This is an optimization exercise on Yosys and OpenROAD, whose aim is small area, a short achievable clock period and few clock cycles per item, not a production implementation. The RTL was checked by simulation tests, not by an equivalence proof against the original design. Power figures rest on the tool's default switching activity, not on a simulated workload.

==> flow/design.v (excerpt) <==
module unsigned_nonrestoring #(
    parameter int WIDTH = 32
) (
    input logic go,
    input logic[WIDTH-1:0] divisor,
    input logic[WIDTH-1:0] dividend,
    input logic clk, rst,
    output logic done,
    output logic[WIDTH-1:0] quotient,
    output logic[WIDTH-1:0] remainder,
    output logic divide_by_zero
);
Size: about 950 cells after synthesis, ~0.0078 mm² of cells after synthesis.
Settings: LEC_CHECK=0, CAP_MARGIN=20, CORE_MARGIN=2, CORE_UTILIZATION=40, SETUP_SLACK_MARGIN=3.5, SLEW_MARGIN=20; clock period 6.0 ns.
standard.sh (not shown) runs the stock make flow with config.mk's settings and CLKGATE_MAP_FILE= SYNTH_SCRIPT=/design/flow/synth_recipe.tcl, a recipe that flattens the netlist after the stock synthesis.
==> flow/flow/run.sh <==
#!/bin/bash
# The standard layout, with the port buffers made from the smallest plain buffer
# (buf_1) instead of the cell buffer_ports picks by itself.
set -euo pipefail
bash standard.sh 'BUFFER_PORTS_ARGS=-buffer_cell sky130_fd_sc_hd__buf_1' finish > make.log 2>&1
Testbench counts at the start, summed over its fixed seeds: cycles 32,890, divisions 3,200.
Change:
- SETUP_SLACK_MARGIN: 3.5 -> 3.25
Outcome:
- non-clock buffer count fell by 51
- worst hold slack is better by 3.8 ps
- critical path depth fell by 2
- first-iteration DRC count fell by 20%
- register-to-register slack is better by 90 ps
- area after synthesis is unchanged
Change:
- CTS_BUF_LIST: unset -> sky130_fd_sc_hd__clkbuf_8
- SETUP_SLACK_MARGIN: 3.25 -> 2.75
After rerunning:
- The new run completed without violations
- first-iteration DRC count drops by 11%
- area after synthesis stays the same
- wire length drops by 5.4%
- sequential share of layout area climbs by 2.2 points
- setup slack is worse by 230 ps
Change:
- ABC_AREA: unset -> 1
- SETUP_SLACK_MARGIN: 2.75 -> 3.5
=>
- cell area increases by about 15%
- die area increases by about 16%
- total power increases by about 7.5%
- sequential power decreases by about 5%
- routed wire length increases by 27%
- worst hold slack loses 40 ps
- combinational power increases by 14%
- register-to-register slack gains 710 ps
- fmax increases by 30%
- sequential share of layout area decreases by 3.9 points
- worst setup slack gains 710 ps

* * *

The RTL this note starts from:
==> flow/design.v <==
module unsigned_nonrestoring #(
    parameter int WIDTH = 32
) (
    input logic go,
    input logic[WIDTH-1:0] divisor,
    input logic[WIDTH-1:0] dividend,
    input logic clk, rst,
    output logic done,
    output logic[WIDTH-1:0] quotient,
    output logic[WIDTH-1:0] remainder,
    output logic divide_by_zero
);
logic align_R, iter_R, done_R, dbz_R;
logic [4:0] cnt_R;
logic [31:0] Q_R, R_R, B_R;
logic [4:0] lza_R;
logic [5:0] lzb_R;
assign done = done_R;
assign divide_by_zero = dbz_R;
assign quotient = Q_R;
assign remainder = R_R;
function automatic logic [5:0] lzc32(input logic [31:0] x);
    logic [15:0] v1; logic [15:0] c1;
    logic [7:0] v2; logic [1:0] c2 [8];
    logic [3:0] v3; logic [2:0] c3 [4];
    logic [1:0] v4; logic [3:0] c4 [2];
    for (int i = 0; i < 16; i++) begin
        v1[i] = x[2*i+1] | x[2*i];
        c1[i] = ~x[2*i+1];
    end
    for (int i = 0; i < 8; i++) begin
        v2[i] = v1[2*i+1] | v1[2*i];
        c2[i] = v1[2*i+1] ? {1'b0, c1[2*i+1]} : {1'b1, c1[2*i]};
    end
    for (int i = 0; i < 4; i++) begin
        v3[i] = v2[2*i+1] | v2[2*i];
        c3[i] = v2[2*i+1] ? {1'b0, c2[2*i+1]} : {1'b1, c2[2*i]};
    end
    for (int i = 0; i < 2; i++) begin
        v4[i] = v3[2*i+1] | v3[2*i];
        c4[i] = v3[2*i+1] ? {1'b0, c3[2*i+1]} : {1'b1, c3[2*i]};
    end
    if (v4[1]) lzc32 = {2'b00, c4[1]};
    else if (v4[0]) lzc32 = {2'b01, c4[0]};
    else lzc32 = 6'd32;
endfunction
logic [6:0] d;
logic [31:0] bsh;
logic bzero, qzero;
logic [5:0] lza6;
always_comb begin
    d = {1'b0, lzb_R} - {2'b0, lza_R};
    bzero = lzb_R[5];
    lza6 = lzc32(dividend);
    qzero = d[6];
    bsh = divisor << d[4:0];
end
logic [32:0] diff;
logic qd;
logic [32:0] sx, sz, sg, sp, G, P;
always_comb begin
    sx = {1'b0, R_R}; sz = ~{1'b0, B_R};
    sg = sx & sz; sp = sx ^ sz;
    G = {sg[32:1], sg[0] | sp[0]}; P = sp;
    G[31] = G[31] | (P[31] & G[30]); P[31] = P[31] & P[30];
    G[29] = G[29] | (P[29] & G[28]); P[29] = P[29] & P[28];
    G[27] = G[27] | (P[27] & G[26]); P[27] = P[27] & P[26];
    G[25] = G[25] | (P[25] & G[24]); P[25] = P[25] & P[24];
    G[23] = G[23] | (P[23] & G[22]); P[23] = P[23] & P[22];
    G[21] = G[21] | (P[21] & G[20]); P[21] = P[21] & P[20];
    G[19] = G[19] | (P[19] & G[18]); P[19] = P[19] & P[18];
    G[17] = G[17] | (P[17] & G[16]); P[17] = P[17] & P[16];
    G[15] = G[15] | (P[15] & G[14]); P[15] = P[15] & P[14];
    G[13] = G[13] | (P[13] & G[12]); P[13] = P[13] & P[12];
    G[11] = G[11] | (P[11] & G[10]); P[11] = P[11] & P[10];
    G[9] = G[9] | (P[9] & G[8]); P[9] = P[9] & P[8];
    G[7] = G[7] | (P[7] & G[6]); P[7] = P[7] & P[6];
    G[5] = G[5] | (P[5] & G[4]); P[5] = P[5] & P[4];
    G[3] = G[3] | (P[3] & G[2]); P[3] = P[3] & P[2];
    G[1] = G[1] | (P[1] & G[0]); P[1] = P[1] & P[0];
    G[31] = G[31] | (P[31] & G[29]); P[31] = P[31] & P[29];
    G[30] = G[30] | (P[30] & G[29]); P[30] = P[30] & P[29];
    G[27] = G[27] | (P[27] & G[25]); P[27] = P[27] & P[25];
    G[26] = G[26] | (P[26] & G[25]); P[26] = P[26] & P[25];
    G[23] = G[23] | (P[23] & G[21]); P[23] = P[23] & P[21];
    G[22] = G[22] | (P[22] & G[21]); P[22] = P[22] & P[21];
    G[19] = G[19] | (P[19] & G[17]); P[19] = P[19] & P[17];
    G[18] = G[18] | (P[18] & G[17]); P[18] = P[18] & P[17];
    G[15] = G[15] | (P[15] & G[13]); P[15] = P[15] & P[13];
    G[14] = G[14] | (P[14] & G[13]); P[14] = P[14] & P[13];
    G[11] = G[11] | (P[11] & G[9]); P[11] = P[11] & P[9];
    G[10] = G[10] | (P[10] & G[9]); P[10] = P[10] & P[9];
    G[7] = G[7] | (P[7] & G[5]); P[7] = P[7] & P[5];
    G[6] = G[6] | (P[6] & G[5]); P[6] = P[6] & P[5];
    G[3] = G[3] | (P[3] & G[1]); P[3] = P[3] & P[1];
    G[2] = G[2] | (P[2] & G[1]); P[2] = P[2] & P[1];
    G[31] = G[31] | (P[31] & G[27]); P[31] = P[31] & P[27];
    G[30] = G[30] | (P[30] & G[27]); P[30] = P[30] & P[27];
    G[29] = G[29] | (P[29] & G[27]); P[29] = P[29] & P[27];
    G[28] = G[28] | (P[28] & G[27]); P[28] = P[28] & P[27];
    G[23] = G[23] | (P[23] & G[19]); P[23] = P[23] & P[19];
    G[22] = G[22] | (P[22] & G[19]); P[22] = P[22] & P[19];
    G[21] = G[21] | (P[21] & G[19]); P[21] = P[21] & P[19];
    G[20] = G[20] | (P[20] & G[19]); P[20] = P[20] & P[19];
    G[15] = G[15] | (P[15] & G[11]); P[15] = P[15] & P[11];
    G[14] = G[14] | (P[14] & G[11]); P[14] = P[14] & P[11];
    G[13] = G[13] | (P[13] & G[11]); P[13] = P[13] & P[11];
    G[12] = G[12] | (P[12] & G[11]); P[12] = P[12] & P[11];
    G[7] = G[7] | (P[7] & G[3]); P[7] = P[7] & P[3];
    G[6] = G[6] | (P[6] & G[3]); P[6] = P[6] & P[3];
    G[5] = G[5] | (P[5] & G[3]); P[5] = P[5] & P[3];
    G[4] = G[4] | (P[4] & G[3]); P[4] = P[4] & P[3];
    G[31] = G[31] | (P[31] & G[23]); P[31] = P[31] & P[23];
    G[30] = G[30] | (P[30] & G[23]); P[30] = P[30] & P[23];
    G[29] = G[29] | (P[29] & G[23]); P[29] = P[29] & P[23];
    G[28] = G[28] | (P[28] & G[23]); P[28] = P[28] & P[23];
    G[27] = G[27] | (P[27] & G[23]); P[27] = P[27] & P[23];
    G[26] = G[26] | (P[26] & G[23]); P[26] = P[26] & P[23];
    G[25] = G[25] | (P[25] & G[23]); P[25] = P[25] & P[23];
    G[24] = G[24] | (P[24] & G[23]); P[24] = P[24] & P[23];
    G[15] = G[15] | (P[15] & G[7]); P[15] = P[15] & P[7];
    G[14] = G[14] | (P[14] & G[7]); P[14] = P[14] & P[7];
    G[13] = G[13] | (P[13] & G[7]); P[13] = P[13] & P[7];
    G[12] = G[12] | (P[12] & G[7]); P[12] = P[12] & P[7];
    G[11] = G[11] | (P[11] & G[7]); P[11] = P[11] & P[7];
    G[10] = G[10] | (P[10] & G[7]); P[10] = P[10] & P[7];
    G[9] = G[9] | (P[9] & G[7]); P[9] = P[9] & P[7];
    G[8] = G[8] | (P[8] & G[7]); P[8] = P[8] & P[7];
    G[31] = G[31] | (P[31] & G[15]); P[31] = P[31] & P[15];
    G[30] = G[30] | (P[30] & G[15]); P[30] = P[30] & P[15];
    G[29] = G[29] | (P[29] & G[15]); P[29] = P[29] & P[15];
    G[28] = G[28] | (P[28] & G[15]); P[28] = P[28] & P[15];
    G[27] = G[27] | (P[27] & G[15]); P[27] = P[27] & P[15];
    G[26] = G[26] | (P[26] & G[15]); P[26] = P[26] & P[15];
    G[25] = G[25] | (P[25] & G[15]); P[25] = P[25] & P[15];
    G[24] = G[24] | (P[24] & G[15]); P[24] = P[24] & P[15];
    G[23] = G[23] | (P[23] & G[15]); P[23] = P[23] & P[15];
    G[22] = G[22] | (P[22] & G[15]); P[22] = P[22] & P[15];
    G[21] = G[21] | (P[21] & G[15]); P[21] = P[21] & P[15];
    G[20] = G[20] | (P[20] & G[15]); P[20] = P[20] & P[15];
    G[19] = G[19] | (P[19] & G[15]); P[19] = P[19] & P[15];
    G[18] = G[18] | (P[18] & G[15]); P[18] = P[18] & P[15];
    G[17] = G[17] | (P[17] & G[15]); P[17] = P[17] & P[15];
    G[16] = G[16] | (P[16] & G[15]); P[16] = P[16] & P[15];
    G[32] = G[32] | (P[32] & G[31]); P[32] = P[32] & P[31];
    diff[0] = ~sp[0];
    for (int i = 1; i < 33; i++) diff[i] = sp[i] ^ G[i-1];
    qd = !diff[32];
end
always_ff @(posedge clk or posedge rst) begin
    if (rst) begin
        align_R <= 1'b0;
        iter_R <= 1'b0;
        done_R <= 1'b0;
        dbz_R <= 1'b0;
    end else begin
        done_R <= 1'b0;
        if (align_R) begin
            align_R <= 1'b0;
            dbz_R <= bzero;
            if (bzero || qzero) done_R <= 1'b1;
            else iter_R <= 1'b1;
        end else if (iter_R) begin
            if (cnt_R == 5'd0) begin
                iter_R <= 1'b0;
                done_R <= 1'b1;
            end
        end else if (go) begin
            align_R <= 1'b1;
        end
    end
end
always_ff @(posedge clk) begin
    lza_R <= lza6[4:0] | {5{lza6[5]}};
    lzb_R <= lzc32(divisor);
    if (align_R) begin
        B_R <= bsh;
        Q_R <= '0;
        cnt_R <= d[4:0];
    end else begin
        B_R <= {1'b0, B_R[31:1]};
        Q_R <= {Q_R[30:0], qd};
        cnt_R <= cnt_R - 5'd1;
    end
    if (!align_R && !iter_R) R_R <= dividend;
    else if (iter_R && qd) R_R <= diff[31:0];
end
endmodule
Settings: LEC_CHECK=0, ABC_AREA=1, CAP_MARGIN=20, CORE_MARGIN=2, CORE_UTILIZATION=40, CTS_BUF_LIST=sky130_fd_sc_hd__clkbuf_8, SETUP_SLACK_MARGIN=3.5, SLEW_MARGIN=20; clock period 6.0 ns.
==> flow/flow/run.sh <==
#!/bin/bash
# The standard layout, with the port buffers made from the smallest plain buffer
# (buf_1) instead of the cell buffer_ports picks by itself, and no gate cloning in
# timing repair.
set -euo pipefail
bash standard.sh 'BUFFER_PORTS_ARGS=-buffer_cell sky130_fd_sc_hd__buf_1' 'SKIP_GATE_CLONING=1' finish > make.log 2>&1
Testbench counts at the start, summed over its fixed seeds: cycles 32,895, divisions 3,200.
Change:
==> flow/flow/run.sh (replaced) <==
#!/bin/bash
# The standard layout, with the port buffers made from the smallest plain buffer
# (buf_1) instead of the cell buffer_ports picks by itself.
set -euo pipefail
bash standard.sh 'BUFFER_PORTS_ARGS=-buffer_cell sky130_fd_sc_hd__buf_1' finish > make.log 2>&1
Settings changed: SETUP_SLACK_MARGIN 3.5 to 3.6.
Outcome: The changed run completed without violations. Wire length increases by 3.1%. Worst setup slack improves by 0.040 ns. Core utilization increases by 1.2 points. Hold slack degrades by 0.0065 ns. Die area does not change. Clock power decreases by about 0.6%.
Change:
Settings changed: CTS_CLUSTER_DIAMETER set to 150, CTS_CLUSTER_SIZE set to 30, SETUP_SLACK_MARGIN 3.6 to 3.5.
=> The changed run completed without violations; first-iteration DRC count came out higher by 22%; setup slack is worse by 0.021 ns; count of clock-buffer cells in the layout is lower by 1.
Change:
Settings changed: CTS_CLUSTER_DIAMETER 150 to unset, CTS_CLUSTER_SIZE 30 to unset.
=>
- utilization stays the same
- combinational power is about the same
- synthesized area does not change
- via count is unchanged
- setup slack does not change
- critical path depth stays the same
- count of clock-buffer cells in the layout stays the same
- non-clock buffer count stays the same
- routed wire length does not change
Change:
Settings changed: GPL_ROUTABILITY_DRIVEN set to 0.
Result: Core utilization does not change; hold slack is unchanged; die area does not change.

afterwards: timing with drivers on the ports:
The flow's constraints put no driver on any port. The routed layouts listed below were extracted and timed again, unchanged, in two steps. Step 1 sets driving cells, clkbuf_16 on the clock port and buf_2 on the other inputs (assumed; they add their load-dependent delay and slew). Step 2 times the ports against the registers' clock, not the clock port: input delays grow and output delays shrink by t, the midpoint of the rising clock arrivals with the driver on. a / b / c = no drivers / after step 1 / after step 2; a / b = the first two.
run | t, ns | setup slack, ns | latest minus earliest clock arrival (ns)
the first run of note 1 | 0.464 | 3.015 / 3.015 / 3.015 | 0.013 / 0.012
the second run of note 1 | 0.466 | 3.109 / 3.109 / 2.833 | 0.014 / 0.014
the third run of note 1 | 0.471 | 2.878 / 2.878 / 2.738 | 0.011 / 0.011
the fourth run of note 1 | 0.494 | 3.591 / 3.591 / 3.254 | 0.014 / 0.014
the first run of note 2 | 0.477 | 3.596 / 3.596 / 3.343 | 0.012 / 0.012
the second run of note 2 | 0.483 | 3.636 / 3.636 / 3.308 | 0.014 / 0.014
the third run of note 2 | 0.482 | 3.616 / 3.616 / 3.335 | 0.013 / 0.013
the fourth run of note 2 | 0.482 | 3.616 / 3.616 / 3.335 | 0.013 / 0.013
the fifth run of note 2 | 0.482 | 3.616 / 3.616 / 3.335 | 0.013 / 0.013
After both steps setup and hold are still met in every run listed. The setup slack of the fourth run of note 1, which loses most, moves by 0.000 ns with the drivers and by -0.337 ns with both steps.
